From an optimization exercise on the open Yosys and OpenROAD flow, aimed at small area and a short achievable clock period; shortcuts taken in it are not production practice.
Where RTL was checked, it was by simulation tests only, not by an equivalence proof against the original.
For runs 3 and 6 to 9, only the layout was checked, not whether the RTL still works.

### flow/standard.sh
#!/bin/bash
# synth_recipe.tcl (not shown) runs the flow's synth.tcl, then flattens the netlist and writes it again
# the make line also repeats each setting of config.mk as NAME=value (left out here)
make -C /OpenROAD-flow-scripts/flow DESIGN_CONFIG=/design/flow/config.mk WORK_HOME=/design/flow/orfs CLKGATE_MAP_FILE= SYNTH_SCRIPT=/design/flow/synth_recipe.tcl "${@:-finish}"
### flow/flow/run.sh
#!/bin/bash
# Standard layout, but with plain buf_2 cells as the port buffers.
set -euo pipefail
bash standard.sh "BUFFER_PORTS_ARGS=-buffer_cell sky130_fd_sc_hd__buf_2" finish > orfs_flow.log 2>&1
### flow/config.mk
export PLATFORM = sky130hd
export DESIGN_NAME = calc
export DESIGN_NICKNAME = calc
export VERILOG_FILES = /design/flow/design.v
export SDC_FILE = /design/flow/constraint.sdc
export NUM_CORES = 4
export LEC_CHECK = 0
export CAP_MARGIN = 20
export CORE_MARGIN = 2
export CORE_UTILIZATION = 55
export SETUP_SLACK_MARGIN = 3.75
export SLEW_MARGIN = 20
### flow/constraint.sdc
create_clock -name core_clock -period 7.5 [get_ports {CLK}]
set_input_delay 1.5000 -clock core_clock [delete_from_list [all_inputs] [get_ports {CLK}]]
set_output_delay 1.5000 -clock core_clock [all_outputs]
set_load 0.01 [all_outputs]
### flow/design.v
module calc(out, decimal, CLK, RST, CE, plus, sub, multi, equal);
output [14:0] out;
input  [9:0]  decimal;
input  CLK, RST, CE, plus, sub, multi, equal;
reg [14:0] B, R;
reg [2:0]  cnt;
reg [1:0]  ope;    
reg        P;      
reg [14:2] Xr;                      
reg fy1, fy2, fyn;                  
reg [3:0] ff;                       
wire [3:0] d = decimal[9] ? 4'd9 : decimal[8] ? 4'd8 : decimal[7] ? 4'd7 :
               decimal[6] ? 4'd6 : decimal[5] ? 4'd5 : decimal[4] ? 4'd4 :
               decimal[3] ? 4'd3 : decimal[2] ? 4'd2 : decimal[1] ? 4'd1 : 4'd0;
wire digit = (decimal != 10'd0) && (cnt != 3'd7);
wire o_non = (ope == 2'b00), o_add = (ope == 2'b10), o_sub = (ope == 2'b11), o_mul = (ope == 2'b01);
wire o_as  = ope[1];
wire bx4 = (d == 4'd3) | (d == 4'd4) | (d == 4'd5);
wire bx8 = (d >= 4'd6);
wire by1 = (d == 4'd1) | (d == 4'd3) | (d == 4'd5) | (d == 4'd7) | (d == 4'd9);
wire by2 = (d == 4'd2) | (d == 4'd6);
wire byn = (d == 4'd3) | (d == 4'd6) | (d == 4'd7);
wire [3:0] f = o_mul ? 4'd0 : o_sub ? 4'd9 - d : d;
always @(posedge CLK) begin
    Xr  <= {((o_as | (o_mul & bx8)) ? B[11:0] : 12'd0) ^ {12{o_as}} |
            ((o_mul & bx4) ? B[12:1] : 12'd0),
            (o_mul & bx4 & B[0]) | f[2] | f[3]};
    fy1 <= o_as | (o_mul & by1);
    fy2 <= o_mul & by2;
    fyn <= o_as | (o_mul & byn);
    ff  <= {f[3], 1'b0, f[1] | f[3], f[0]};
end
wire fk  = o_add;                   
wire fci = o_add | (o_mul & fyn);   
wire [14:0] W = {R[11:0], fk, fk, fk};
wire [14:0] V = {R[13:0], fk};
wire [14:0] X = {Xr, ff[1], ff[0]};
wire [14:0] Y = ((fy1 ? B : 15'd0) | (fy2 ? {B[13:0], 1'b0} : 15'd0)) ^ {15{fyn}};
wire [14:0] s1 = W ^ V ^ X;
wire [14:0] c1 = {(W[13:0] & V[13:0]) | (W[13:0] & X[13:0]) | (V[13:0] & X[13:0]), ff[3]};
wire [14:0] s2 = s1 ^ c1 ^ Y;
wire [14:0] c2 = {(s1[13:0] & c1[13:0]) | (s1[13:0] & Y[13:0]) | (c1[13:0] & Y[13:0]), ff[3]};
wire [14:0] S = s2 + c2 + {14'd0, fci};
wire [14:0] Reff = P ? S : R;
always @(posedge CLK or negedge RST)
    if (!RST) begin
        B <= 0; R <= 0; cnt <= 0; ope <= 0; P <= 0;
    end else begin
        P <= digit;
        if (digit) begin
            R <= Reff;
            cnt <= cnt + 3'd1;
        end else if (plus | sub | multi) begin
            B <= Reff;
            ope <= plus ? 2'b10 : sub ? 2'b11 : 2'b01;
            R <= (plus | sub) ? Reff : 15'd0;
            cnt <= 0;
        end else if (equal) begin
            if (!o_non) B <= Reff;
            ope <= 0;
            R <= 0;
            cnt <= 0;
        end else if (CE) begin
            R <= o_as ? B : 15'd0;
            cnt <= 0;
        end else
            R <= Reff;
    end
assign out = B;
endmodule
==> flow_metrics.tcl, run 1 <==
set metrics [dict create \
    synth_edf_count 0 \
    yosys.area_share.adder_pct 18.7 \
    synth_flop_cell "dfrtp_1" \
    cts_buffers 5 \
    status "no timing/DRC/antenna violations" \
    drv_cap 0 \
    min_period_over_period_pct 46.5 \
    clk_latency_ns 0.32 \
    fin_nets 533 \
    slew_headroom_pct 30.9 \
    yosys_warnings 1 \
    area_delta_synth_final_pct 8.36 \
    place_hpwl_um 6740 \
    place_congestion 0.843 \
    rows 31 \
    worst_setup_path_end_kind "flop" \
    skew_ns 0.0141 \
    synth-seq-cells 55 \
    drc 0 \
    cts_tree "yes" \
    timing.fmax_mhz 287 \
    synthSimpleGateAreaFrac_pct 14.0 \
    dieArea_um2 8100 \
    synth_xor_area_share_pct 7.96 \
    start_util_pct 56.4 \
    path_class "in2reg" \
    diodes 0 \
    grt_pass1_wl_um 15900 \
    grtUsageTotal_pct 24.8 \
    placedCellCount 564 \
    die_h_um 90.0 \
    worstPathRequired_ns 7.73 \
    fillers 662 \
    antenna_found_initial 0 \
    arrival_ns 3.72 \
    cts.sinks 55 \
    synth_top_family_by_area "adder cells" \
    hold_viol_final 0 \
    clk_pin_slew_ns 0.09 \
    syn_area_um2 4070 \
    ys_types 53 \
    slew_viol_final 0 \
    routedWlPerCell_um 16.7 \
    synth_compound_area_share_pct 18.0 \
    tns_ns 0 \
    htreeDepth 2 \
    fin_crit_ns 3.49 \
    via_per_inst 5.59 \
    routed_wl_um 9580 \
    die_w_um 90.0 \
    critical_path_peak_fanout 14 \
    ys_seq_area_share_pct 31.5 \
    cts_max_path_buffers 2 \
    async_reset_ff_share_pct 65.5 \
    instances_no_fill 573 \
    place_ws_ns 3.50 \
    final_cell_mix "nand2_1 (58), inv_1 (53), o21ai_0 (44), dfrtp_1 (34), buf_2 (31)" \
    avgSynthCellArea_um2 9.06 \
    fin_ws_ns 4.01 \
    grt_max_degree 37 \
    core_um2 7210 \
    start_kind "input port" \
    drive_gt1_share_pct 11.6 \
    vias 3201 \
    cts_hold_buf 0 \
    overflow 0 \
    grt_pass1_vias 3182 \
    ant_nets 0 \
    rsz0062_at_grt "no" \
    synth_cells 449 \
    hold_class "reg2reg" \
    dr.pass1.iters 5 \
    synthMuxAreaShare_pct 2.95 \
    mostFrequentLayoutCell "nand2_1" \
    ios 32 \
    root_buffer "clkbuf_8" \
    syn_nets 509 \
    tightest_slew_ns 1.04 \
    first_iter_violations 172 \
    portBuffers 31 \
    setup_viol 0 \
]
## metal layers
layer / up-vias / share of wire (%) / GRT usage (%)
li1: 1559 / - / -
met1: 1562 / 47 / 33.9
met2: 69 / 48 / 41.7
met3: 11 / 3.9 / 3.69
met4: 0 / 1.2 / 6.03
met5: - / 0 / 0
## flip-flops by register name, summed over array words and instances, names as in the netlist
register,count
B,15
R,15
Xr,13
cnt,3
ff,3
ope,2
P,1
fy1,1
fy2,1
fyn,1
## per-stage QoR
stage	util (%)	cell area, µm²	hold slack, ns
2_1_floorplan	-	4070	0.464
3_3_place_gp	59.4	4280	0.489
3_5_place_dp	59.4	4280	0.497
4_1_cts	60.5	4370	0.520
5_1_grt	61.1	4410	0.552
6_report	61.1	4410	0.516
## area by class of cell
| class | instances | area (µm²) | area share, % |
|---|---|---|---|
| sequential | 55 | 1290 | 29.4 |
| clock buffer | 8 | 80.1 | 1.82 |
| tap | 99 | 124 | 2.81 |
| multi-input combinational | 323 | 2520 | 57.2 |
| timing repair buffer | 34 | 181 | 4.11 |
| inverter | 54 | 205 | 4.65 |
## worst max-delay path, stage by stage
cell	delay (ns)
buf_2	0.10
or2_1	0.26
nor4b_2	0.22
a21o_1	0.36
inv_4	0.10
nor3_4	0.71
nand2_1	0.15
o2bb2ai_1	0.16
a31oi_1	0.15
## cells by family (layout without fill, tap and decap cells)
group,Yosys count,after routing
AND/OR/NAND/NOR,116,116
flip-flops,55,55
buffers and inverters,71,96
adder cells (fa/ha/maj),45,45
multiplexers,12,12
XOR/XNOR,37,37
AO/OA/AOI/OAI,113,113
## repair_timing
action | 4_1_cts | 5_1_grt
setup buffers | 0 | 1
setup endpoints to repair | 14 | 16
resized for setup | 3 | 10
pin swaps | 0 | 1
## final timing paths
check | slack [ns] | cells after the start | endpoint | startpoint
max | 4.01 | 9 | R[13] | decimal[3]
min | 0.52 | 2 | cnt[2] | cnt[2]
max reg2reg | 4.01 | 12 | B[13] | R[1]
min reg2reg | 0.52 | 2 | cnt[2] | cnt[2]
max in group asynchronous | 5.59 | 1 | ope[1] | RST
min in group asynchronous | 1.27 | 1 | R[3] | RST
## synthesized netlist by cell type (12+ instances only)
library cell | instances | share of area, %
nor2_1 | 12 | 1.1
xor2_1 | 20 | 4.3
ha_1 | 16 | 4.9
a22oi_1 | 14 | 2.6
fa_1 | 27 | 13
nand2_1 | 59 | 5.4
a221o_1 | 12 | 3.0
inv_1 | 53 | 4.9
a21oi_1 | 16 | 2.0
xnor2_1 | 17 | 3.7
o21ai_0 | 44 | 5.4
mux2i_1 | 12 | 3.0
dfxtp_1 | 19 | 9.3
nor2b_1 | 17 | 2.6
dfrtp_1 | 36 | 22
==> run 2: changes to the inputs <==
--- a/flow/config.mk
+++ b/flow/config.mk
@@ -10,3 +10,5 @@
 export CORE_UTILIZATION = 55
-export SETUP_SLACK_MARGIN = 3.75
+export CTS_CLUSTER_DIAMETER = 200
+export CTS_CLUSTER_SIZE = 30
+export SETUP_SLACK_MARGIN = 3.9
 export SLEW_MARGIN = 20
==> flow_metrics.tcl, run 2 <==
set metrics [dict create \
    grtUsageTotal_pct 25.3 \
    antenna_found_initial 0 \
    grt_pass1_wl_um 16200 \
    slowest_stage "fa_1" \
    overflow 0 \
    ys_types 53 \
    drv_cap 0 \
    routed_wl_um 9610 \
    skew_ns 0.0128 \
    cts_max_path_buffers 2 \
    worst_setup_path_end_kind "flop" \
    first_iter_violations 199 \
    critical_path_buf_inv_count 2 \
    mostFrequentLayoutCell "nand2_1" \
    cts_tree "yes" \
    dieArea_um2 8100 \
    place_hpwl_um 6740 \
    die_w_um 90.0 \
    cts_buffers 5 \
    routedWlPerCell_um 16.6 \
    slew_viol_final 0 \
    ys_seq_area_share_pct 31.5 \
    place_congestion 0.843 \
    reg_top3 "B: 15 flops, R: 15 flops, Xr: 13 flops" \
    cpPeakStageDelay_ns 0.55 \
    slew_headroom_pct 31.1 \
    ios 32 \
    arrival_ns 3.63 \
    drc 0 \
    start_util_pct 56.4 \
    synth_area_leaders "dfrtp_1 (22%), fa_1 (13%), dfxtp_1 (9.3%)" \
    synth_cells 449 \
    yosysMostFrequentCell "nand2_1" \
    syn_nets 509 \
    path_class "reg2reg" \
    start_kind "flop" \
    place_area_um2 4280 \
    rsz0062_at_grt "yes" \
    htreeDepth 2 \
    diodes 0 \
    avgSynthCellArea_um2 9.06 \
    synth_commonest_cells "nand2_1 (59), inv_1 (53), o21ai_0 (44)" \
    synth_area_leader_cell "dfrtp_1" \
    area_delta_synth_final_pct 9.62 \
    synth_top_area_share_pct 22.1 \
    status "no timing/DRC/antenna violations" \
    min_period_over_period_pct 45.7 \
    core_um2 7210 \
    fin_crit_ns 3.43 \
    cts_hold_buf 0 \
    synth_flop_cell "dfrtp_1" \
    critical_path_peak_fanout 5 \
    die_h_um 90.0 \
    fin_nets 538 \
    tightest_slew_ns 1.03 \
    clk_latency_ns 0.31 \
    grt_max_degree 37 \
    syn_area_um2 4070 \
    synth-seq-cells 55 \
    root_buffer "clkbuf_8" \
    ant_nets 0 \
    cts.sinks 55 \
    via_per_inst 5.57 \
    clk_pin_slew_ns 0.10 \
    hold_viol_final 0 \
    timing.fmax_mhz 291 \
    final_area_um2 4460 \
    crit_chain "fa_1, inv_1, fa_1, inv_1, ha_2, nand3_1, o211ai_1, a31oi_1, o21ai_2, a31oi_4, and4_1, or3_1" \
    setup_viol 0 \
    dr.pass1.iters 4 \
    grt_pass1_vias 3188 \
    yosys_warnings 1 \
    synth_edf_count 0 \
    tns_ns 0 \
    drive_gt1_share_pct 13.4 \
    hold_class "reg2reg" \
    final_cell_mix "nand2_1 (58), inv_1 (53), o21ai_0 (41), dfrtp_1 (32), buf_2 (31)" \
    worstPathRequired_ns 7.70 \
    rows 31 \
    cp_top_family "adder cells" \
    vias 3222 \
    portBuffers 31 \
    async_reset_ff_share_pct 65.5 \
]
-- run 2: worst paths after layout --
path | depth (start not counted) | slack [ns] | startpoint | endpoint
hold / removal | 2 | 0.52 | cnt[2] | cnt[2]
min in group asynchronous | 1 | 1.28 | RST | R[2]
setup / recovery | 12 | 4.07 | R[1] | B[13]
setup reg to reg | 12 | 4.07 | R[1] | B[13]
hold reg to reg | 2 | 0.52 | cnt[2] | cnt[2]
max in group asynchronous | 1 | 5.58 | RST | ope[1]
-- run 2: kinds of logic (layout without fill, tap and decap cells) --
kind of cell | Yosys count | count (layout) | synth area share [%]
and+or+nand+nor | 116 | 116 | 14.0
adders and majority gates | 45 | 45 | 18.7
DFF | 55 | 55 | 31.5
AOI/OAI and AO/OA | 113 | 113 | 18.0
muxes | 12 | 12 | 2.95
buffers and inverters | 71 | 101 | 7.01
xor gates and xnor gates | 37 | 37 | 7.96
-- run 2: layer usage --
metal | vias to the layer above | global-route usage, % | part of all wire (%)
met2 | 72 | 42.5 | 49
met5 | - | 0 | 0
li1 | 1574 | - | -
met1 | 1568 | 34.9 | 46
met3 | 8 | 3.44 | 4.3
met4 | 0 | 6.15 | 1.0
-- run 2: layout make-up --
type / count / area (µm²)
timing repair buffer: 39 / 215
multi-input combinational: 323 / 2540
tap: 99 / 124
sequential: 55 / 1300
inverter: 54 / 205
clock buffer: 8 / 80.1
fill: 654 / 2750
-- run 2: tightest hold or removal path, stage by stage (launching register included) --
cell	delay [ns]
dfrtp_1	0.35
nand3_1	0.07
nand2_1	0.07
-- run 2: metrics by stage --
step / setup WS [ns] / std cells / utilization [%] / hold slack [ns]
final: 4.07 / 578 / 61.8 / 0.515
after global routing: 3.84 / 578 / 61.8 / 0.551
after CTS: 3.87 / 573 / 60.8 / 0.520
after detailed placement: 3.50 / 564 / 59.4 / 0.497
after global placement: 3.60 / 564 / 59.4 / 0.489
after floorplan: 3.99 / 449 / - / 0.464
-- run 2: repair_timing --
action | in CTS | in global routing
resized for setup | 6 | 15
gates cloned | 0 | 0
pin swaps | 0 | 5
buffers inserted | 1 | 5
endpoints found under the setup margin | 18 | 16
==> run 3: changes to the inputs <==
--- a/flow/design.v
+++ b/flow/design.v
@@ -43,3 +43,4 @@
 wire [14:0] S = s2 + c2 + {14'd0, fci};
-wire [14:0] Reff = P ? S : R;
+wire [14:0] Reff;
+mux15 u_reff (.s(P), .a(S), .b(R), .y(Reff));
 always @(posedge CLK or negedge RST)
@@ -70 +71,7 @@
 endmodule
+module mux15(s, a, b, y);
+input s;
+input [14:0] a, b;
+output [14:0] y;
+assign y = s ? a : b;
+endmodule
--- a/flow/config.mk
+++ b/flow/config.mk
@@ -10,5 +10,5 @@
 export CORE_UTILIZATION = 55
-export CTS_CLUSTER_DIAMETER = 200
-export CTS_CLUSTER_SIZE = 30
 export SETUP_SLACK_MARGIN = 3.9
 export SLEW_MARGIN = 20
+export SYNTH_HIERARCHICAL = 1
+export SYNTH_MINIMUM_KEEP_SIZE = 0
==> flow_metrics.tcl, run 3 <==
set metrics [dict create \
    status "no timing/DRC/antenna violations" \
    worstPathRequired_ns 7.69 \
    hold_class "reg2reg" \
    yosysMostFrequentCell "inv_1" \
    synth_area_leader_cell "dfrtp_1" \
    final_area_um2 4810 \
    placedCellCount 530 \
    place_hpwl_um 6410 \
    place_ws_ns 3.25 \
    reg2reg_to "B[14]" \
    synth_top_area_share_pct 21.5 \
    synthMuxAreaShare_pct 9.46 \
    area_delta_synth_final_pct 15.1 \
    arrival_ns 3.69 \
    fin_util_pct 66.0 \
    start_kind "flop" \
    r2r_cells 13 \
    path_class "reg2reg" \
    r2r-start "R[6]" \
    first_iter_violations 111 \
    critical_path_peak_fanout 5 \
    slew_viol_final 0 \
    synth-seq-cells 55 \
    avgSynthCellArea_um2 10.1 \
    grt_max_degree 37 \
    yosys.area_share.adder_pct 17.7 \
    skew_ns 0.00862 \
    timing.fmax_mhz 286 \
    fin_crit_ns 3.49 \
    clk_pin_slew_ns 0.10 \
    cts_max_path_buffers 2 \
    dr.pass1.iters 5 \
    ys_types 47 \
    syn_area_um2 4180 \
    synth_top_family_by_area "compound AO/OA/AOI/OAI gates" \
    cts_tree "yes" \
    hold_viol_final 0 \
    vias 3112 \
    tightest_slew_ns 0.958 \
    root_buffer "clkbuf_8" \
    antenna_found_initial 0 \
    ant_nets 0 \
    fillers 623 \
    synth_flop_cell "dfrtp_1" \
    grt_pass1_wl_um 16100 \
    overflow 0 \
    portBuffers 31 \
    via_per_inst 5.62 \
    drive_gt1_share_pct 27.7 \
    mostFrequentLayoutCell "inv_1" \
    crit_start "R[6]" \
    cts_buffers 5 \
    slew_headroom_pct 36.1 \
    core_um2 7290 \
    min_period_over_period_pct 46.6 \
    die_w_um 91.2 \
    place_area_um2 4370 \
    rows 31 \
    grtUsageTotal_pct 25.0 \
    drc 0 \
    multi_input_area_um2 2760 \
    fin_ws_ns 4.01 \
    min_path_cells 1 \
    reg_top3 "B: 15 flops, R: 15 flops, Xr: 13 flops" \
    start_util_pct 57.3 \
    synth_compound_area_share_pct 17.7 \
    synth_cells 415 \
    reg2reg_slack_ns 4.01 \
    synth_commonest_cells "inv_1 (58), dfrtp_1 (36), xnor2_1 (28)" \
    synth_xor_area_share_pct 10.1 \
    cts.sinks 55 \
    drv_cap 0 \
    yosys_warnings 7 \
    synth_edf_count 0 \
    rsz0062_at_grt "yes" \
    fin_nets 515 \
    routedWlPerCell_um 17.7 \
    routed_wl_um 9800 \
    async_reset_ff_share_pct 65.5 \
    cp-endpoint "B[14]" \
    setup_viol 0 \
    place_congestion 0.804 \
    synth_area_leaders "dfrtp_1 (22%), fa_1 (13%), dfxtp_1 (9.1%)" \
    tns_ns 0 \
    diodes 0 \
    dieArea_um2 8320 \
    synthSimpleGateAreaFrac_pct 6.55 \
    ff_latch_area_um2 1300 \
    holdWs_ns 0.502 \
    syn_nets 475 \
    htreeDepth 2 \
    instances_no_fill 554 \
    ys_seq_area_share_pct 30.6 \
    die_h_um 91.2 \
    ios 32 \
    clk_latency_ns 0.31 \
    worst_setup_path_end_kind "flop" \
    grt_pass1_vias 3145 \
    final_cell_mix "inv_1 (58), buf_2 (31), dfrtp_1 (30), xnor2_1 (26), fa_1 (26)" \
]
## run 3: cell type report
cell class / count / area share [%]
Sequential cell: 55 / 27.0
Multi-Input combinational cell: 285 / 57.4
Timing Repair Buffer: 50 / 6.97
Tap cell: 99 / 2.57
Clock buffer: 7 / 1.59
Inverter: 58 / 4.52
## run 3: how the worst min path moves through the flow
stage,startpoint,endpoint,slack [ns]
final,cnt[0],cnt[0],0.50
after global routing,cnt[0],cnt[0],0.54
after CTS,cnt[0],cnt[0],0.51
after detailed placement,cnt[0],cnt[0],0.50
after global placement,cnt[0],cnt[0],0.48
after floorplan,cnt[0],cnt[0],0.45
## run 3: Yosys stat by module, one instance, submodules excluded
module / flops+latches / cell area, µm²
mux15: 0 / 238
calc: 55 / 3940
## run 3: cell families after synthesis
kind of cell    Yosys count
simple gates             56
xor+xnor                 48
mux                      32
fa+ha+maj                43
compound gates          106
buf+inv                  75
flops                    55
## run 3: timing repair
| item | 4_1_cts | 5_1_grt |
|---|---|---|
| hold buffers | 0 | 0 |
| pin swaps | 3 | 10 |
| setup buffers | 5 | 11 |
| cloned | 1 | 0 |
| gates resized for setup | 26 | 26 |
| endpoints found under the setup margin | 20 | 21 |
## run 3: per-layer routing
| metal | vias up | GRT usage (%) | share of wire [%] |
|---|---|---|---|
| met2 | 53 | 39.5 | 47 |
| met1 | 1563 | 36.2 | 48 |
| li1 | 1488 | - | - |
| met5 | - | 0 | 0 |
| met4 | 0 | 7.32 | 0.95 |
| met3 | 8 | 3.07 | 3.3 |
## run 3: critical path: stages (launching register included)
cell      delay, ns
dfrtp_2        0.46
fa_1           0.55
inv_1          0.05
fa_1           0.47
inv_1          0.04
ha_2           0.38
nand3_4        0.12
nor4_4         0.32
nor3_2         0.09
a21oi_1        0.17
a211oi_2       0.06
xnor2_1        0.12
mux2_2         0.27
mux2_2         0.26
==> run 4: changes to the inputs <==
--- a/flow/design.v
+++ b/flow/design.v
@@ -43,4 +43,3 @@
 wire [14:0] S = s2 + c2 + {14'd0, fci};
-wire [14:0] Reff;
-mux15 u_reff (.s(P), .a(S), .b(R), .y(Reff));
+wire [14:0] Reff = P ? S : R;
 always @(posedge CLK or negedge RST)
@@ -71,7 +70 @@
 endmodule
-module mux15(s, a, b, y);
-input s;
-input [14:0] a, b;
-output [14:0] y;
-assign y = s ? a : b;
-endmodule
==> flow/flow/run.sh (replaced) <==
#!/bin/bash
# Standard layout, but with plain buf_2 cells as the port buffers and
# resizing not limited to the same cell footprint.
set -euo pipefail
bash standard.sh "BUFFER_PORTS_ARGS=-buffer_cell sky130_fd_sc_hd__buf_2" MATCH_CELL_FOOTPRINT=0 finish > orfs_flow.log 2>&1
--- a/flow/config.mk
+++ b/flow/config.mk
@@ -12,3 +12 @@
 export SLEW_MARGIN = 20
-export SYNTH_HIERARCHICAL = 1
-export SYNTH_MINIMUM_KEEP_SIZE = 0
==> flow_metrics.tcl, run 4 <==
set metrics [dict create \
    status "no timing/DRC/antenna violations" \
    ios 32 \
    hold_viol_final 0 \
    worst_setup_path_end_kind "flop" \
    rsz0062_at_grt "yes" \
    first_iter_violations 224 \
    dieArea_um2 8100 \
    ant_nets 0 \
    cts_buffers 5 \
    fin_ws_ns 4.07 \
    worstPathRequired_ns 7.70 \
    min_period_over_period_pct 45.8 \
    synth_flop_cell "dfrtp_1" \
    grt_pass1_vias 3188 \
    synth_cells 449 \
    synth_area_leader_cell "dfrtp_1" \
    cts_max_path_buffers 2 \
    yosysMostFrequentCell "nand2_1" \
    ff_latch_area_um2 1300 \
    root_buffer "clkbuf_8" \
    mostFrequentLayoutCell "nand2_1" \
    rows 31 \
    via_per_inst 5.57 \
    synth_area_leaders "dfrtp_1 (22%), fa_1 (13%), dfxtp_1 (9.3%)" \
    tightest_slew_ns 1.03 \
    cts.sinks 55 \
    final_cell_mix "nand2_1 (58), inv_1 (53), o21ai_0 (41), dfrtp_1 (32), buf_2 (31)" \
    hold_class "reg2reg" \
    arrival_ns 3.63 \
    cts_hold_buf 0 \
    antenna_found_initial 0 \
    avgSynthCellArea_um2 9.06 \
    slew_headroom_pct 31.4 \
    diodes 0 \
    htreeDepth 2 \
    grtUsageTotal_pct 25.3 \
    die_h_um 90.0 \
    clk_pin_slew_ns 0.10 \
    ys_types 53 \
    start_kind "flop" \
    slew_viol_final 0 \
    timing.fmax_mhz 291 \
    ys_seq_area_share_pct 31.5 \
    fillers 657 \
    drive_gt1_share_pct 13.4 \
    drc 0 \
    clk_latency_ns 0.31 \
    drv_cap 0 \
    synth_commonest_cells "nand2_1 (59), inv_1 (53), o21ai_0 (44)" \
    place_congestion 0.843 \
    routedWlPerCell_um 16.6 \
    synth_edf_count 0 \
    async_reset_ff_share_pct 65.5 \
    path_class "reg2reg" \
    dr.pass1.iters 5 \
    synth-seq-cells 55 \
    grt_max_degree 37 \
    place_hpwl_um 6740 \
    cts_tree "yes" \
    overflow 0 \
    synth_top_area_share_pct 22.1 \
    reg_top3 "B: 15 flops, R: 15 flops, Xr: 13 flops" \
    yosys_warnings 1 \
    multi_input_area_um2 2540 \
    fin_crit_ns 3.43 \
    vias 3218 \
    place_ws_ns 3.50 \
    die_w_um 90.0 \
    grt_pass1_wl_um 16200 \
    start_util_pct 56.4 \
    routed_wl_um 9610 \
    critical_path_peak_fanout 5 \
    tns_ns 0 \
    setup_viol 0 \
    portBuffers 31 \
    syn_area_um2 4070 \
    fin_nets 538 \
    area_delta_synth_final_pct 9.78 \
    skew_ns 0.0137 \
    syn_nets 509 \
    core_um2 7210 \
]
==> run 4: cell types whose count changed in the layout (fill, tap and decap cells not counted), sizes merged, moves of 10 or more <==
cell     delta
xnor2      -11
mux2i      +10
buf        -11
nor2b      +13
a221o      +12
nand2      +39
o2bb2ai    -10
a22o       -16
o21ai      +25
mux2       -30
==> run 4: timing repair <==
item,CTS,global route
endpoints found under the hold margin,0,0
pin swaps,0,5
setup endpoints to repair,18,16
setup buffers,1,5
resized for setup,6,15
==> run 4: cell type report <==
type	count	share of cell area, %
clock buffer	8	1.79
inverter	54	4.59
timing repair buffer	39	4.96
sequential	55	29.0
multi-input combinational	323	56.8
tap	99	2.77
==> run 4: metrics by stage <==
step	cell area [µm²]	util [%]	cells	hold slack, ns
2_1_floorplan	4070	-	449	0.464
6_report	4470	61.9	578	0.515
3_3_place_gp	4280	59.4	564	0.489
3_5_place_dp	4280	59.4	564	0.497
5_1_grt	4470	61.9	578	0.551
4_1_cts	4390	60.8	573	0.520
==> run 4: routing by layer <==
metal	vias to the layer above	wire, µm	GRT usage [%]
li1	1571	-	-
met1	1562	4420	34.9
met2	77	4630	42.5
met3	8	457	3.44
met4	0	97	6.15
met5	-	0	0
==> run 4: final timing paths <==
check | slack (ns) | from | cells after the start | to
hold / removal | 0.52 | cnt[2] | 2 | cnt[2]
min in group asynchronous | 1.28 | RST | 1 | R[2]
setup reg to reg | 4.07 | R[1] | 12 | B[13]
setup / recovery | 4.07 | R[1] | 12 | B[13]
max in group asynchronous | 5.59 | RST | 1 | ope[1]
hold reg to reg | 0.52 | cnt[2] | 2 | cnt[2]
==> run 4: cells by family (layout without fill, tap and decap cells) <==
logic type,Yosys count,in the layout,synth area share (%)
mux,12,12,2.95
buf+inv,71,101,7.01
fa+ha+maj,45,45,18.7
compound gates,113,113,18.0
simple gates,116,116,14.0
flops,55,55,31.5
xor+xnor,37,37,7.96
==> run 4: worst max-delay path, cell delays in order (launching register included) <==
cell and delay, ns:
dfrtp_2 0.46, fa_1 0.55, inv_1 0.05, fa_1 0.47, inv_1 0.04, ha_2 0.36, nand3_1 0.09, o211ai_1 0.33
a31oi_1 0.15, o21ai_2 0.14, a31oi_4 0.13, and4_1 0.20, or3_1 0.33
==> run 5: changes to the inputs <==
==> flow/flow/run.sh (replaced) <==
#!/bin/bash
# Standard layout, but with plain buf_2 cells as the port buffers, and
# without Yosys's generic ABC pass before full adders are extracted.
set -euo pipefail
bash standard.sh "BUFFER_PORTS_ARGS=-buffer_cell sky130_fd_sc_hd__buf_2" "SYNTH_ARGS=-noabc" finish > orfs_flow.log 2>&1
==> flow_metrics.tcl, run 5 <==
set metrics [dict create \
    vias 3250 \
    avgSynthCellArea_um2 9.60 \
    synth_area_leaders "dfrtp_1 (22%), fa_1 (14%), dfxtp_1 (9.5%)" \
    cts_max_path_buffers 2 \
    timing.fmax_mhz 279 \
    synth_top_area_share_pct 22.5 \
    hold_class "reg2reg" \
    portBuffers 31 \
    slew_headroom_pct 27.8 \
    place_congestion 0.915 \
    routedWlPerCell_um 18.0 \
    synth_area_leader_cell "dfrtp_1" \
    root_buffer "clkbuf_8" \
    yosys_warnings 1 \
    worstPathRequired_ns 7.67 \
    drv_cap 0 \
    syn_nets 480 \
    cts.sinks 55 \
    dr.pass1.iters 5 \
    instances_no_fill 554 \
    syn_area_um2 4010 \
    start_util_pct 55.9 \
    fillers 631 \
    grt_pass1_vias 3122 \
    ios 32 \
    ys_types 50 \
    reg_top3 "B: 15 flops, R: 15 flops, Xr: 13 flops" \
    async_reset_ff_share_pct 65.5 \
    first_iter_violations 144 \
    cts_buffers 5 \
    tightest_slew_ns 1.07 \
    diodes 0 \
    clk_pin_slew_ns 0.10 \
    grt_pass1_wl_um 15700 \
    antenna_found_initial 0 \
    overflow 0 \
    rsz0062_at_grt "yes" \
    place_hpwl_um 6990 \
    skew_ns 0.0100 \
    synth_cells 418 \
    grt_max_degree 37 \
    mostFrequentLayoutCell "nand2_1" \
    synth_commonest_cells "nand2_1 (51), dfrtp_1 (36), o21ai_0 (36)" \
    rows 31 \
    synth_flop_cell "dfrtp_1" \
    drc 0 \
    arrival_ns 3.76 \
    status "no timing/DRC/antenna violations" \
    area_delta_synth_final_pct 13.6 \
    placedCellCount 533 \
    die_w_um 89.4 \
    clk_latency_ns 0.31 \
    slew_viol_final 0 \
    drive_gt1_share_pct 18.5 \
    fin_nets 516 \
    fin_crit_ns 3.58 \
    die_h_um 89.4 \
    via_per_inst 5.87 \
    cts_tree "yes" \
    dieArea_um2 7990 \
    hold_viol_final 0 \
    start_kind "flop" \
    worst_setup_path_end_kind "flop" \
    cts_hold_buf 0 \
    holdWs_ns 0.537 \
    yosysMostFrequentCell "nand2_1" \
    min_period_over_period_pct 47.8 \
    core_um2 7180 \
    grtUsageTotal_pct 26.2 \
    path_class "reg2reg" \
    ys_seq_area_share_pct 31.9 \
    ant_nets 0 \
    synth-seq-cells 55 \
    routed_wl_um 9970 \
    synth_edf_count 0 \
    setup_viol 0 \
    htreeDepth 2 \
    final_cell_mix "nand2_1 (51), o21ai_0 (36), dfrtp_1 (33), buf_2 (31)" \
    tns_ns 0 \
    critical_path_peak_fanout 4 \
]
## run 5: changes by cell type after synthesis, sizes merged, moves of 7 or more
cell and delta:
inv -38, xor2 -17, xnor2 +9, nand2 -8, nor3 +8, nor2 +7
## run 5: metrics by stage
| stage | utilization [%] | cell area (µm²) | setup slack (ns) |
|---|---|---|---|
| floorplan | - | 4040 | 3.90 |
| global placement | 59.4 | 4270 | 3.48 |
| detailed placement | 59.4 | 4270 | 3.39 |
| CTS | 62.1 | 4460 | 3.90 |
| global route | 63.5 | 4560 | 3.79 |
| finish | 63.5 | 4560 | 3.92 |
## run 5: worst max-delay path, stage by stage (launching register included)
cell,delay [ns]
dfrtp_2,0.43
nand2b_4,0.17
fa_1,0.50
inv_2,0.04
fa_2,0.58
ha_4,0.22
a211oi_4,0.23
o21ai_2,0.07
a211o_1,0.27
a2111o_1,0.44
a21o_1,0.20
a31oi_2,0.21
o21ai_1,0.09
## run 5: path summary, 6_finish.rpt
path                        start     end  slack [ns]  cells after the start
max                        ope[0]   R[11]        3.92                     12
max in group asynchronous     RST  ope[1]        5.57                      1
max reg2reg                ope[0]   R[11]        3.92                     12
min reg2reg                cnt[0]  cnt[0]        0.54                      1
min                        cnt[0]  cnt[0]        0.54                      1
min in group asynchronous     RST    R[7]        1.29                      1
## run 5: repair_timing
action | 4_1_cts | 5_1_grt
pin swaps | 2 | 17
resized for setup | 13 | 7
endpoints found under the setup margin | 19 | 12
setup buffers | 5 | 8
## run 5: cell families after synthesis
logic type               count (synthesis)  synth area share [%]
XOR/XNOR                                29                  6.33
flip-flops                              55                  31.9
AO/OA/AOI/OAI                          120                  21.0
AND/OR/NAND/NOR                        122                  14.8
adder cells (fa/ha/maj)                 45                  19.5
buffers and inverters                   34                  3.24
multiplexers                            13                  3.24
## run 5: area by class of cell
| cell class | instances | area (µm²) | share of cell area (%) |
|---|---|---|---|
| tap | 99 | 124 | 2.72 |
| clock inverter | 2 | 35.0 | 0.769 |
| multi-input combinational | 329 | 2690 | 58.9 |
| sequential | 55 | 1300 | 28.4 |
| clock buffer | 6 | 82.6 | 1.81 |
| inverter | 16 | 60.1 | 1.32 |
| timing repair buffer | 47 | 275 | 6.04 |
## run 5: per-layer routing
metal | part of all wire (%) | up-vias | global-route usage (%)
met1 | 47 | 1592 | 37.7
met3 | 4.7 | 13 | 3.79
met4 | 1.6 | 0 | 6.24
li1 | - | 1555 | -
met2 | 47 | 90 | 42.0
met5 | 0 | - | 0
==> run 6: changes to the inputs <==
--- a/flow/design.v
+++ b/flow/design.v
@@ -10,2 +10,4 @@
 reg fy1, fy2, fyn;                  
+reg fk;                             
+reg fci;                            
 reg [3:0] ff;                       
@@ -31,5 +33,5 @@
     ff  <= {f[3], 1'b0, f[1] | f[3], f[0]};
+    fk  <= o_add;
+    fci <= o_add | (o_mul & byn);
 end
-wire fk  = o_add;                   
-wire fci = o_add | (o_mul & fyn);   
 wire [14:0] W = {R[11:0], fk, fk, fk};
==> flow_metrics.tcl, run 6 <==
set metrics [dict create \
    antenna_found_initial 0 \
    synth_area_leaders "dfrtp_1 (23%), fa_1 (15%), dfxtp_1 (11%)" \
    status "no timing/DRC/antenna violations" \
    grt_pass1_vias 2927 \
    worstPathRequired_ns 7.76 \
    dieArea_um2 7850 \
    r2r_cells 11 \
    dr.pass1.iters 4 \
    fin_crit_ns 3.47 \
    arrival_ns 3.73 \
    setup_viol 0 \
    grt_max_degree 37 \
    ys_seq_area_share_pct 33.5 \
    reg2reg_to "R[8]" \
    cts_buffers 9 \
    die_h_um 88.6 \
    worst_setup_path_end_kind "flop" \
    drv_cap 0 \
    rows 30 \
    routed_wl_um 9620 \
    reg_top3 "B: 15 flops, R: 15 flops, Xr: 13 flops" \
    diodes 0 \
    via_per_inst 5.91 \
    overflow 0 \
    ys_types 55 \
    crit_top_cell "fa_1" \
    clk_pin_slew_ns 0.07 \
    core_um2 6870 \
    hold_start "cnt[0]" \
    hold_viol_final 0 \
    synth_area_leader_cell "dfrtp_1" \
    syn_nets 458 \
    ios 32 \
    yosysMostFrequentCell "nand2_1" \
    synth_cells 396 \
    slew_viol_final 0 \
    yosys_warnings 1 \
    synth_top_area_share_pct 22.9 \
    slowest_stage "fa_1" \
    min_period_over_period_pct 46.2 \
    tightest_slew_ns 1.13 \
    async_reset_ff_share_pct 63.2 \
    critical_path_buf_inv_count 1 \
    routedWlPerCell_um 18.1 \
    grtUsageTotal_pct 26.8 \
    final_cell_mix "nand2_1 (46), buf_2 (31), dfrtp_1 (30), o21ai_0 (28), fa_1 (27)" \
    place_hpwl_um 6710 \
    first_iter_violations 211 \
    synth-seq-cells 57 \
    r2r-start "R[0]" \
    synth_edf_count 0 \
    min_path_cells 1 \
    htreeDepth 3 \
    skew_ns 0.00782 \
    cts_max_path_buffers 2 \
    hold_class "reg2reg" \
    drive_gt1_share_pct 21.4 \
    root_buffer "clkbuf_8" \
    avgSynthCellArea_um2 9.95 \
    slew_headroom_pct 24.6 \
    vias 3130 \
    portBuffers 31 \
    fin_nets 492 \
    timing.fmax_mhz 288 \
    ant_nets 0 \
    holdWs_ns 0.534 \
    cp_top_family "adder cells" \
    grt_pass1_wl_um 15500 \
    critical_path_peak_fanout 3 \
    start_util_pct 57.3 \
    start_kind "flop" \
    reg2reg_slack_ns 4.03 \
    clk_latency_ns 0.34 \
    die_w_um 88.6 \
    drc 0 \
    area_delta_synth_final_pct 15.0 \
    crit_chain "fa_1, fa_1, fa_2, a21o_1, a311oi_2, buf_4, o21bai_1, a21oi_1, xnor2_1, mux2i_1, o21ai_0" \
    tns_ns 0 \
    mostFrequentLayoutCell "nand2_1" \
    rsz0062_at_grt "yes" \
    synth_flop_cell "dfrtp_1" \
    synth_commonest_cells "nand2_1 (47), dfrtp_1 (36), fa_1 (29)" \
    cpPeakStageDelay_ns 0.57 \
    min_to "cnt[0]" \
    syn_area_um2 3940 \
    place_congestion 0.893 \
    cts.sinks 57 \
    cts_tree "yes" \
    path_class "reg2reg" \
]
==> run 6: changes by cell type after synthesis, sizes merged, moves of 3 or more <==
cell	change
o21ai	+3
nand2	-4
nor4	-3
a21oi	-5
nand3	-4
nor3	-7
inv	-12
==> run 6: cell type report <==
class	count	area (µm²)
multi-input cells	317	2630
fillers	576	2340
flip-flops and latches	57	1340
repair buffers	41	230
clock buffers	12	155
well taps	96	120
clock inverters	3	40.0
inverters	4	15.0
==> run 6: kinds of logic (layout without fill, tap and decap cells) <==
logic type / Yosys count / after routing / share of synthesized area, %
xor+xnor: 30 / 30 / 6.67
fa+ha+maj: 45 / 45 / 19.8
compound gates: 122 / 122 / 21.2
buf+inv: 22 / 60 / 2.19
simple gates: 107 / 107 / 13.2
flops: 57 / 57 / 33.5
mux: 13 / 13 / 3.34
==> run 6: per-layer routing <==
metal	up-vias	part of all wire, %	wire length [µm]	track usage [%]
li1	1495	-	-	-
met1	1519	47	4470	40.4
met2	110	45	4280	38.5
met3	6	8.2	784	6.25
met4	0	0.81	78	7.58
met5	-	0	0	0
==> run 6: through the flow <==
stage	instances	utilization [%]	worst slack [ns]	area (µm²)
after floorplan	396	-	3.91	3940
after global placement	507	60.5	3.63	4160
after detailed placement	507	60.5	3.49	4160
after CTS	522	64.0	3.90	4400
after global routing	530	65.9	3.86	4530
final	530	65.9	4.03	4530
==> run 6: worst max path at each step <==
stage | from | end | slack (ns) | cells past startpoint
floorplan | fyn | B[13] | 3.91 | 12
global placement | fyn | B[12] | 3.63 | 11
detailed placement | fyn | R[12] | 3.49 | 11
CTS | decimal[8] | R[11] | 3.90 | 8
global route | B[0] | B[12] | 3.86 | 12
finish | R[0] | R[8] | 4.03 | 11
==> run 6: timing repair <==
item                       CTS  global route
setup buffers                0             8
setup endpoints to repair   14            15
gates resized for setup     10            20
gates cloned                 0             0
hold buffers                 0             0
pin swaps                    1             4
==> run 7: changes to the inputs <==
--- a/flow/design.v
+++ b/flow/design.v
@@ -10,4 +10,2 @@
 reg fy1, fy2, fyn;                  
-reg fk;                             
-reg fci;                            
 reg [3:0] ff;                       
@@ -33,5 +31,5 @@
     ff  <= {f[3], 1'b0, f[1] | f[3], f[0]};
-    fk  <= o_add;
-    fci <= o_add | (o_mul & byn);
 end
+wire fk  = o_add;                   
+wire fci = o_add | (o_mul & fyn);   
 wire [14:0] W = {R[11:0], fk, fk, fk};
@@ -40,6 +38,9 @@
 wire [14:0] Y = ((fy1 ? B : 15'd0) | (fy2 ? {B[13:0], 1'b0} : 15'd0)) ^ {15{fyn}};
-wire [14:0] s1 = W ^ V ^ X;
-wire [14:0] c1 = {(W[13:0] & V[13:0]) | (W[13:0] & X[13:0]) | (V[13:0] & X[13:0]), ff[3]};
-wire [14:0] s2 = s1 ^ c1 ^ Y;
-wire [14:0] c2 = {(s1[13:0] & c1[13:0]) | (s1[13:0] & Y[13:0]) | (c1[13:0] & Y[13:0]), ff[3]};
+wire [14:0] t = W ^ V;
+wire [14:0] u = X ^ Y;
+wire [14:0] q = t ^ u;                                              
+wire [14:0] co = (W & V) | (X & t);                                 
+wire [14:0] ci = {co[13:0], ff[3]};                                 
+wire [14:0] s2 = q ^ ci;
+wire [14:0] c2 = {(q[13:0] & ci[13:0]) | (~q[13:0] & Y[13:0]), ff[3]};  
 wire [14:0] S = s2 + c2 + {14'd0, fci};
==> flow/flow/run.sh (replaced) <==
#!/bin/bash
# Standard layout, but with plain buf_2 cells as the port buffers.
set -euo pipefail
bash standard.sh "BUFFER_PORTS_ARGS=-buffer_cell sky130_fd_sc_hd__buf_2" finish > orfs_flow.log 2>&1
==> flow_metrics.tcl, run 7 <==
set metrics [dict create \
    crit_start "ope[1]" \
    yosys_warnings 1 \
    overflow 0 \
    r2r-start "ope[1]" \
    grt_max_degree 37 \
    ys_seq_area_share_pct 29.6 \
    syn_nets 544 \
    synth_top_area_share_pct 20.8 \
    final_cell_mix "nand2_1 (63), o21ai_0 (43), xnor2_1 (36), dfrtp_1 (34), buf_2 (31)" \
    timing.fmax_mhz 294 \
    cts_hold_buf 0 \
    synth_area_leader_cell "dfrtp_1" \
    via_per_inst 5.96 \
    fillers 704 \
    tns_ns 0 \
    synthSimpleGateAreaFrac_pct 16.0 \
    root_buffer "clkbuf_8" \
    fin_util_pct 61.8 \
    hold_class "reg2reg" \
    rows 32 \
    die_h_um 92.7 \
    arrival_ns 3.56 \
    grt_pass1_vias 3455 \
    synth_commonest_cells "nand2_1 (63), o21ai_0 (44), xnor2_1 (37)" \
    ios 32 \
    portBuffers 31 \
    min_period_over_period_pct 45.3 \
    fin_nets 566 \
    htreeDepth 2 \
    first_iter_violations 197 \
    synthMuxAreaShare_pct 2.31 \
    grtUsageTotal_pct 26.9 \
    cp-endpoint "R[13]" \
    cts_tree "yes" \
    synth_edf_count 0 \
    reg2reg_slack_ns 4.10 \
    skew_ns 0.00416 \
    place_hpwl_um 7810 \
    drc 0 \
    die_w_um 92.7 \
    async_reset_ff_share_pct 65.5 \
    cts.sinks 55 \
    rsz0062_at_grt "yes" \
    r2r_cells 12 \
    reg_top3 "B: 15 flops, R: 15 flops, Xr: 13 flops" \
    clk_latency_ns 0.31 \
    reg2reg_to "R[13]" \
    worstPathRequired_ns 7.66 \
    critical_path_peak_fanout 9 \
    diodes 0 \
    synth_compound_area_share_pct 23.5 \
    syn_area_um2 4330 \
    drv_cap 0 \
    synth-seq-cells 55 \
    synth_xor_area_share_pct 15.2 \
    hold_viol_final 0 \
    grt_pass1_wl_um 18000 \
    status "no timing/DRC/antenna violations" \
    yosysMostFrequentCell "nand2_1" \
    routed_wl_um 11100 \
    worst_setup_path_end_kind "flop" \
    setup_viol 0 \
    antenna_found_initial 0 \
    yosys.area_share.adder_pct 10.7 \
    tightest_slew_ns 0.973 \
    drive_gt1_share_pct 13.5 \
    vias 3705 \
    synth_area_leaders "dfrtp_1 (21%), dfxtp_1 (8.8%), ha_1 (8.4%)" \
    clk_pin_slew_ns 0.10 \
    start_kind "flop" \
    dieArea_um2 8600 \
    multi_input_area_um2 3020 \
    synth_cells 497 \
    start_util_pct 56.3 \
    slew_viol_final 0 \
    cts_buffers 5 \
    routedWlPerCell_um 17.8 \
    core_um2 7690 \
    ys_types 50 \
    mostFrequentLayoutCell "nand2_1" \
    ant_nets 0 \
    ff_latch_area_um2 1290 \
    fin_crit_ns 3.40 \
    synth_flop_cell "dfrtp_1" \
    area_delta_synth_final_pct 9.71 \
    synth_top_family_by_area "compound AO/OA/AOI/OAI gates" \
    cts_max_path_buffers 2 \
    place_congestion 0.845 \
    dr.pass1.iters 5 \
    path_class "reg2reg" \
    slew_headroom_pct 35.1 \
    avgSynthCellArea_um2 8.71 \
]
## run 7: cell types whose count changed after synthesis, sizes merged, moves of 6 or more
cell	delta
nor3	+9
xnor2	+10
ha	+13
nand2	+16
xor3	+6
a21o	+12
xor2	+16
nor2	+11
a21oi	+13
maj3	+8
fa	-28
## run 7: layer usage
| metal | global-route usage (%) | wire length (µm) | vias to the layer above |
|---|---|---|---|
| met2 | 45.8 | 5350 | 79 |
| met3 | 2.77 | 386 | 6 |
| met1 | 37.6 | 5270 | 1778 |
| li1 | - | - | 1842 |
| met5 | 0 | 0 | - |
| met4 | 4.78 | 75 | 0 |
## run 7: what timing repair did
action,4_1_cts,5_1_grt
endpoints found under the setup margin,27,20
pin swaps,0,2
gates resized for setup,11,14
buffers inserted,1,3
## run 7: final cells by class
type	instances	area share, %
multi-input cells	413	63.5
clock buffers	7	1.61
repair buffers	38	4.45
inverters	6	0.474
well taps	102	2.69
flip-flops and latches	55	27.2
clock inverters	1	0.105
## run 7: critical path, stage by stage, from the launching register on
cell and delay [ns]:
dfrtp_4 0.55, nor2b_4 0.17, ha_1 0.33, a21o_1 0.21
maj3_1 0.34, ha_1 0.28, nor3_1 0.31, nand2_1 0.10
a311oi_2 0.26, nor2_2 0.11, a21oi_2 0.23, mux2i_1 0.20
o311ai_0 0.15
## run 7: kinds of logic (layout without fill, tap and decap cells)
kind of cell    count (synthesis)  in the layout
buf+inv                        29             52
xor+xnor                       63             63
fa+ha+maj                      38             38
compound gates                152            152
simple gates                  150            150
mux                            10             10
flops                          55             55
## run 7: metrics by stage
| stage | hold slack (ns) | setup slack [ns] | area [µm²] | instances |
|---|---|---|---|---|
| 3_3_place_gp | 0.485 | 3.07 | 4540 | 610 |
| 6_report | 0.512 | 4.10 | 4750 | 622 |
| 5_1_grt | 0.556 | 3.86 | 4750 | 622 |
| 2_1_floorplan | 0.455 | 4.03 | 4330 | 497 |
| 3_5_place_dp | 0.506 | 3.01 | 4540 | 610 |
| 4_1_cts | 0.519 | 3.89 | 4660 | 619 |
## run 7: worst min path at each step
stage / startpoint / end / slack [ns] / cells past startpoint
2_1_floorplan: cnt[0] / cnt[0] / 0.45 / 1
3_3_place_gp: cnt[0] / cnt[0] / 0.49 / 1
3_5_place_dp: cnt[0] / cnt[0] / 0.51 / 1
4_1_cts: cnt[0] / cnt[0] / 0.52 / 1
5_1_grt: cnt[0] / cnt[0] / 0.56 / 1
6_report: cnt[0] / cnt[0] / 0.51 / 1
==> run 8: changes to the inputs <==
--- a/flow/design.v
+++ b/flow/design.v
@@ -38,10 +38,4 @@
 wire [14:0] Y = ((fy1 ? B : 15'd0) | (fy2 ? {B[13:0], 1'b0} : 15'd0)) ^ {15{fyn}};
-wire [14:0] t = W ^ V;
-wire [14:0] u = X ^ Y;
-wire [14:0] q = t ^ u;                                              
-wire [14:0] co = (W & V) | (X & t);                                 
-wire [14:0] ci = {co[13:0], ff[3]};                                 
-wire [14:0] s2 = q ^ ci;
-wire [14:0] c2 = {(q[13:0] & ci[13:0]) | (~q[13:0] & Y[13:0]), ff[3]};  
-wire [14:0] S = s2 + c2 + {14'd0, fci};
+wire [14:0] S;
+sum10 u_sum (.W(W), .V(V), .X(X), .Y(Y), .k3(ff[3]), .ci(fci), .S(S));
 wire [14:0] Reff = P ? S : R;
@@ -73 +67,11 @@
 endmodule
+module sum10(W, V, X, Y, k3, ci, S);
+input  [14:0] W, V, X, Y;
+input  k3, ci;
+output [14:0] S;
+wire [14:0] s1 = W ^ V ^ X;
+wire [14:0] c1 = {(W[13:0] & V[13:0]) | (W[13:0] & X[13:0]) | (V[13:0] & X[13:0]), k3};
+wire [14:0] s2 = s1 ^ c1 ^ Y;
+wire [14:0] c2 = {(s1[13:0] & c1[13:0]) | (s1[13:0] & Y[13:0]) | (c1[13:0] & Y[13:0]), k3};
+assign S = s2 + c2 + {14'd0, ci};
+endmodule
--- a/flow/config.mk
+++ b/flow/config.mk
@@ -12 +12,3 @@
 export SLEW_MARGIN = 20
+export SYNTH_HIERARCHICAL = 1
+export SYNTH_MINIMUM_KEEP_SIZE = 0
==> flow_metrics.tcl, run 8 <==
set metrics [dict create \
    antenna_found_initial 0 \
    holdWs_ns 0.497 \
    grt_max_degree 37 \
    first_iter_violations 152 \
    ant_nets 0 \
    reg2reg_slack_ns 3.92 \
    drive_gt1_share_pct 15.9 \
    synth_cells 516 \
    instances_no_fill 640 \
    timing.fmax_mhz 279 \
    grtUsageTotal_pct 25.1 \
    ios 32 \
    clk_pin_slew_ns 0.10 \
    cts_max_path_buffers 2 \
    mostFrequentLayoutCell "inv_1" \
    synth-seq-cells 55 \
    cts.sinks 55 \
    async_reset_ff_share_pct 65.5 \
    grt_pass1_vias 3416 \
    status "no timing/DRC/antenna violations" \
    reg_top3 "B: 15 flops, R: 15 flops, Xr: 13 flops" \
    path_class "reg2reg" \
    cts_tree "yes" \
    root_buffer "clkbuf_8" \
    syn_area_um2 4500 \
    min_period_over_period_pct 47.8 \
    dieArea_um2 8930 \
    placedCellCount 627 \
    yosysMostFrequentCell "inv_1" \
    vias 3517 \
    area_delta_synth_final_pct 8.47 \
    drc 0 \
    fin_util_pct 60.4 \
    place_ws_ns 3.36 \
    htreeDepth 2 \
    final_cell_mix "inv_1 (92), nand2_1 (44), nor2_1 (43), buf_2 (31), dfrtp_1 (30)" \
    rsz0062_at_grt "yes" \
    start_kind "flop" \
    synth_flop_cell "dfrtp_1" \
    ys_seq_area_share_pct 28.5 \
    synth_commonest_cells "inv_1 (94), nor2_1 (45), nand2_1 (44)" \
    portBuffers 31 \
    fin_ws_ns 3.92 \
    routed_wl_um 10600 \
    avgSynthCellArea_um2 8.73 \
    place_congestion 0.839 \
    synth_top_area_share_pct 20.0 \
    slew_viol_final 0 \
    worst_setup_path_end_kind "flop" \
    slew_headroom_pct 36.0 \
    place_hpwl_um 7810 \
    hold_class "reg2reg" \
    routedWlPerCell_um 16.5 \
    grt_pass1_wl_um 17400 \
    critical_path_peak_fanout 5 \
    cts_buffers 5 \
    dr.pass1.iters 4 \
    worstPathRequired_ns 7.67 \
    syn_nets 579 \
    ys_types 54 \
    synth_edf_count 0 \
    core_um2 8090 \
    fin_nets 597 \
    tightest_slew_ns 0.960 \
    clk_latency_ns 0.31 \
    drv_cap 0 \
    hold_viol_final 0 \
    overflow 0 \
    yosys_warnings 7 \
    skew_ns 0.0203 \
    synth_area_leader_cell "dfrtp_1" \
    rows 33 \
    via_per_inst 5.50 \
    start_util_pct 55.6 \
    fin_crit_ns 3.58 \
    diodes 0 \
    arrival_ns 3.76 \
    synth_area_leaders "dfrtp_1 (20%), fa_1 (13%), dfxtp_1 (8.4%)" \
    die_w_um 94.5 \
    die_h_um 94.5 \
    setup_viol 0 \
    tns_ns 0 \
]
run 8: changes by cell type in the layout (fill, tap and decap cells not counted), sizes merged, moves of 16 or more:
cell   change
o21ai     -17
nor2b     -16
xor2      -18
inv       +87
nand2     -18
nor2      +18
fa        +29
run 8: cell type report:
cell class	count	area, µm²
Fill cell	773	3210
Clock inverter	1	7.51
Multi-Input combinational cell	341	2820
Sequential cell	55	1290
Tap cell	105	131
Timing Repair Buffer	37	200
Clock buffer	7	76.3
Inverter	94	358
run 8: timing repair:
item                                    4_1_cts  5_1_grt
buffers inserted                              3        2
hold buffers                                  0        0
resized for setup                            12       21
endpoints found under the setup margin       24       16
pin swaps                                     2       15
run 8: per-module statistics from Yosys, one instance, submodules excluded:
module | cells inside | copies in the design | flops+latches | area [µm²]
sum10 | 224 | 1 | 0 | 1790
calc | 292 | 1 | 55 | 2720
run 8: path summary, 6_finish.rpt:
| check | startpoint | endpoint | depth (start not counted) |
|---|---|---|---|
| max in group asynchronous | RST | ope[1] | 1 |
| max reg2reg | ope[1] | R[14] | 14 |
| min | cnt[0] | cnt[0] | 1 |
| min in group asynchronous | RST | R[7] | 1 |
| max | ope[1] | R[14] | 14 |
| min reg2reg | cnt[0] | cnt[0] | 1 |
run 8: logic make-up (layout without fill, tap and decap cells):
family	count (synthesis)	after routing	synth area share (%)
AND/OR/NAND/NOR	125	125	12.6
XOR/XNOR	30	30	5.83
adder cells (fa/ha/maj)	46	46	17.8
AO/OA/AOI/OAI	117	117	19.3
buffers and inverters	120	139	10.9
multiplexers	23	23	5.11
flip-flops	55	55	28.5
run 8: metal layers:
layer	track usage (%)	share of wire, %	vias to the layer above
met3	3.43	3.0	13
met4	4.59	1.1	0
li1	-	-	1736
met1	38.3	51	1717
met2	38.7	45	51
met5	0	0	-
run 8: critical path, stage by stage (launching register included):
cell       delay (ns)
dfrtp_2          0.44
clkinv_4         0.06
nor2_4           0.05
fa_1             0.51
inv_2            0.04
fa_1             0.51
fa_2             0.39
fa_2             0.38
nor2b_4          0.16
o21bai_4         0.12
a211oi_4         0.29
nor3_2           0.08
a2bb2oi_1        0.14
mux2i_1          0.18
o21ai_1          0.10
run 8: through the flow:
step | area, µm²
global route | 4880
floorplan | 4520
global placement | 4670
finish | 4880
detailed placement | 4670
CTS | 4820
==> run 9: changes to the inputs <==
--- a/flow/design.v
+++ b/flow/design.v
@@ -8,4 +8,3 @@
 reg        P;      
-reg [14:2] Xr;                      
-reg fy1, fy2, fyn;                  
+reg fx8, fx4, fy1, fy2, fyn;        
 reg [3:0] ff;                       
@@ -24,5 +23,4 @@
 always @(posedge CLK) begin
-    Xr  <= {((o_as | (o_mul & bx8)) ? B[11:0] : 12'd0) ^ {12{o_as}} |
-            ((o_mul & bx4) ? B[12:1] : 12'd0),
-            (o_mul & bx4 & B[0]) | f[2] | f[3]};
+    fx8 <= o_as | (o_mul & bx8);
+    fx4 <= o_mul & bx4;
     fy1 <= o_as | (o_mul & by1);
@@ -30,4 +28,5 @@
     fyn <= o_as | (o_mul & byn);
-    ff  <= {f[3], 1'b0, f[1] | f[3], f[0]};
+    ff  <= {f[3], f[2] | f[3], f[1] | f[3], f[0]};
 end
+wire fxn = o_as;                    
 wire fk  = o_add;                   
@@ -36,6 +35,10 @@
 wire [14:0] V = {R[13:0], fk};
-wire [14:0] X = {Xr, ff[1], ff[0]};
+wire [11:0] Xh = ((fx8 ? B[11:0] : 12'd0) | (fx4 ? B[12:1] : 12'd0)) ^ {12{fxn}};
+wire [14:0] X = {Xh, (fx4 & B[0]) | ff[2], ff[1], ff[0]};
 wire [14:0] Y = ((fy1 ? B : 15'd0) | (fy2 ? {B[13:0], 1'b0} : 15'd0)) ^ {15{fyn}};
-wire [14:0] S;
-sum10 u_sum (.W(W), .V(V), .X(X), .Y(Y), .k3(ff[3]), .ci(fci), .S(S));
+wire [14:0] s1 = W ^ V ^ X;
+wire [14:0] c1 = {(W[13:0] & V[13:0]) | (W[13:0] & X[13:0]) | (V[13:0] & X[13:0]), ff[3]};
+wire [14:0] s2 = s1 ^ c1 ^ Y;
+wire [14:0] c2 = {(s1[13:0] & c1[13:0]) | (s1[13:0] & Y[13:0]) | (c1[13:0] & Y[13:0]), ff[3]};
+wire [14:0] S = s2 + c2 + {14'd0, fci};
 wire [14:0] Reff = P ? S : R;
@@ -67,11 +70 @@
 endmodule
-module sum10(W, V, X, Y, k3, ci, S);
-input  [14:0] W, V, X, Y;
-input  k3, ci;
-output [14:0] S;
-wire [14:0] s1 = W ^ V ^ X;
-wire [14:0] c1 = {(W[13:0] & V[13:0]) | (W[13:0] & X[13:0]) | (V[13:0] & X[13:0]), k3};
-wire [14:0] s2 = s1 ^ c1 ^ Y;
-wire [14:0] c2 = {(s1[13:0] & c1[13:0]) | (s1[13:0] & Y[13:0]) | (c1[13:0] & Y[13:0]), k3};
-assign S = s2 + c2 + {14'd0, ci};
-endmodule
--- a/flow/config.mk
+++ b/flow/config.mk
@@ -10,5 +10,3 @@
 export CORE_UTILIZATION = 55
-export SETUP_SLACK_MARGIN = 3.9
+export SETUP_SLACK_MARGIN = 3.75
 export SLEW_MARGIN = 20
-export SYNTH_HIERARCHICAL = 1
-export SYNTH_MINIMUM_KEEP_SIZE = 0
==> flow_metrics.tcl, run 9 <==
set metrics [dict create \
    status "no timing/DRC/antenna violations" \
    slew_headroom_pct 34.0 \
    die_w_um 87.6 \
    drv_cap 0 \
    synth_cells 406 \
    diodes 0 \
    tightest_slew_ns 0.990 \
    reg_top3 "B: 15 flops, R: 15 flops, ff: 4 flops" \
    ys_types 53 \
    cp_num_cells 10 \
    yosysMostFrequentCell "xnor2_1" \
    avgSynthCellArea_um2 9.47 \
    final_cell_mix "xnor2_1 (35), nand2_1 (34), dfrtp_1 (32), buf_2 (31), fa_1 (28)" \
    grt_pass1_wl_um 16400 \
    timing.fmax_mhz 273 \
    async_reset_ff_share_pct 80.0 \
    cpPeakStageDelay_ns 0.51 \
    r2r_cells 10 \
    reg2reg_slack_ns 3.84 \
    die_h_um 87.6 \
    routed_wl_um 10100 \
    root_buffer "clkbuf_8" \
    grt_pass1_vias 3165 \
    skew_ns 0.00625 \
    mostFrequentLayoutCell "xnor2_1" \
    synth-seq-cells 45 \
    first_iter_violations 247 \
    hold_class "reg2reg" \
    critical_path_peak_fanout 8 \
    grtUsageTotal_pct 27.9 \
    cp_top_family "adder cells" \
    start_util_pct 56.6 \
    setup_viol 0 \
    min_path_cells 1 \
    overflow 0 \
    min_period_over_period_pct 48.8 \
    slowest_stage "dfrtp_4" \
    crit_top_cell "fa_1" \
    synth_commonest_cells "xnor2_1 (37), dfrtp_1 (36), nand2_1 (35)" \
    place_ws_ns 3.22 \
    synth_area_leader_cell "dfrtp_1" \
    routedWlPerCell_um 18.9 \
    antenna_found_initial 0 \
    htreeDepth 2 \
    vias 3238 \
    arrival_ns 3.86 \
    grt_max_degree 37 \
    syn_nets 468 \
    tns_ns 0 \
    place_hpwl_um 7270 \
    slew_viol_final 0 \
    portBuffers 31 \
    synth_area_leaders "dfrtp_1 (23%), fa_1 (15%), xnor2_1 (8.4%)" \
    via_per_inst 6.05 \
    clk_latency_ns 0.30 \
    path_class "reg2reg" \
    yosys_warnings 1 \
    crit_chain "buf_4, xnor2_1, fa_1, fa_1, ha_2, a21o_1, a31o_2, a221oi_1, or3b_4, mux2_2" \
    cts_tree "yes" \
    fin_crit_ns 3.66 \
    synth_edf_count 0 \
    rows 30 \
    critical_path_buf_inv_count 1 \
    cp-endpoint "B[13]" \
    clk_pin_slew_ns 0.09 \
    cts.sinks 45 \
    fin_nets 500 \
    fin_ws_ns 3.84 \
    cts_hold_buf 0 \
    start_kind "flop" \
    r2r-start "ope[1]" \
    worstPathRequired_ns 7.70 \
    syn_area_um2 3840 \
    dieArea_um2 7670 \
    cts_buffers 5 \
    hold_viol_final 0 \
    worst_setup_path_end_kind "flop" \
    ios 32 \
    synth_flop_cell "dfrtp_1" \
    drc 0 \
    place_congestion 0.897 \
    drive_gt1_share_pct 22.6 \
    dr.pass1.iters 5 \
    crit_start "ope[1]" \
    ys_seq_area_share_pct 28.1 \
    fin_util_pct 64.3 \
    core_um2 6790 \
    ant_nets 0 \
    rsz0062_at_grt "yes" \
    reg2reg_to "B[13]" \
    area_delta_synth_final_pct 13.6 \
    synth_top_area_share_pct 23.4 \
    cts_max_path_buffers 2 \
]
run 9: final cells by class:
| cell class | count | area (µm²) |
|---|---|---|
| Multi-Input combinational cell | 322 | 2730 |
| Fill cell | 582 | 2430 |
| Sequential cell | 45 | 1100 |
| Timing Repair Buffer | 41 | 230 |
| Tap cell | 96 | 120 |
| Inverter | 23 | 91.3 |
| Clock buffer | 5 | 68.8 |
| Clock inverter | 3 | 17.5 |
run 9: cell families after synthesis:
kind of cell,synth area share [%]
compound gates,21.6
flops,28.1
mux,4.17
xor+xnor,9.57
fa+ha+maj,20.3
buf+inv,3.91
simple gates,12.3
run 9: metal layers:
layer,share of wire (%),global-route usage [%],vias to the layer above
met5,0,0,-
met4,1.6,7.27,0
met3,5.3,4.43,14
met2,45,42.3,132
met1,48,41.7,1589
li1,-,-,1503
run 9: per-stage QoR:
stage / instance area [µm²] / instances / hold slack, ns
after floorplan: 3850 / 406 / 0.470
after global placement: 4060 / 517 / 0.494
after detailed placement: 4060 / 517 / 0.491
after CTS: 4190 / 530 / 0.521
after global routing: 4370 / 535 / 0.547
final: 4370 / 535 / 0.519
run 9: worst min path at each step:
| stage | startpoint | to | slack, ns |
|---|---|---|---|
| 4_1_cts | cnt[1] | cnt[1] | 0.52 |
| 2_1_floorplan | cnt[1] | cnt[1] | 0.47 |
| 5_1_grt | cnt[1] | cnt[1] | 0.55 |
| 3_5_place_dp | cnt[1] | cnt[1] | 0.49 |
| 6_report | cnt[2] | cnt[2] | 0.52 |
| 3_3_place_gp | cnt[2] | cnt[2] | 0.49 |
run 9: what timing repair did:
action,4_1_cts,5_1_grt
setup endpoints to repair,22,12
gates cloned,0,0
buffers inserted,5,5
gates resized for setup,9,35
pin swaps,0,6

[what the ideal ports hide]
No port has a modelled driver above. Below, the same layouts with a new extraction and two added sets of constraints. Step 1: set_driving_cell puts a clkbuf_16 on CLK and a buf_2 on each other input, an assumption about the parent block. Step 2 moves the port delays by t, midway between the first and last clock arrival at a register: inputs arrive t later, outputs are due t later. That takes back most of the time a late clock gives input paths. a / b / c = no drivers / after step 1 / after step 2; a / b = the first two.
| run | t, ns | setup slack, ns | worst data-port slew with drivers (ns) | cell pins on the clock port's net |
|---|---|---|---|---|
| run 1 | 0.346 | 4.011 / 4.014 / 3.680 | 0.03 | 1 |
| run 2 | 0.340 | 4.069 / 4.069 / 3.768 | 0.03 | 1 |
| run 3 | 0.334 | 4.007 / 4.007 / 3.853 | 0.03 | 1 |
| run 4 | 0.341 | 4.068 / 4.068 / 3.767 | 0.03 | 1 |
| run 5 | 0.338 | 3.915 / 3.915 / 3.870 | 0.03 | 1 |
| run 6 | 0.367 | 4.032 / 4.032 / 3.811 | 0.03 | 1 |
| run 7 | 0.343 | 4.100 / 4.100 / 3.874 | 0.03 | 1 |
| run 8 | 0.333 | 3.916 / 3.916 / 3.916 | 0.03 | 1 |
| run 9 | 0.330 | 3.837 / 3.837 / 3.667 | 0.03 | 1 |
After both steps setup and hold are still met in every run listed. The setup slack of run 1, which loses most, moves by +0.003 ns with the drivers and by -0.331 ns with both steps.
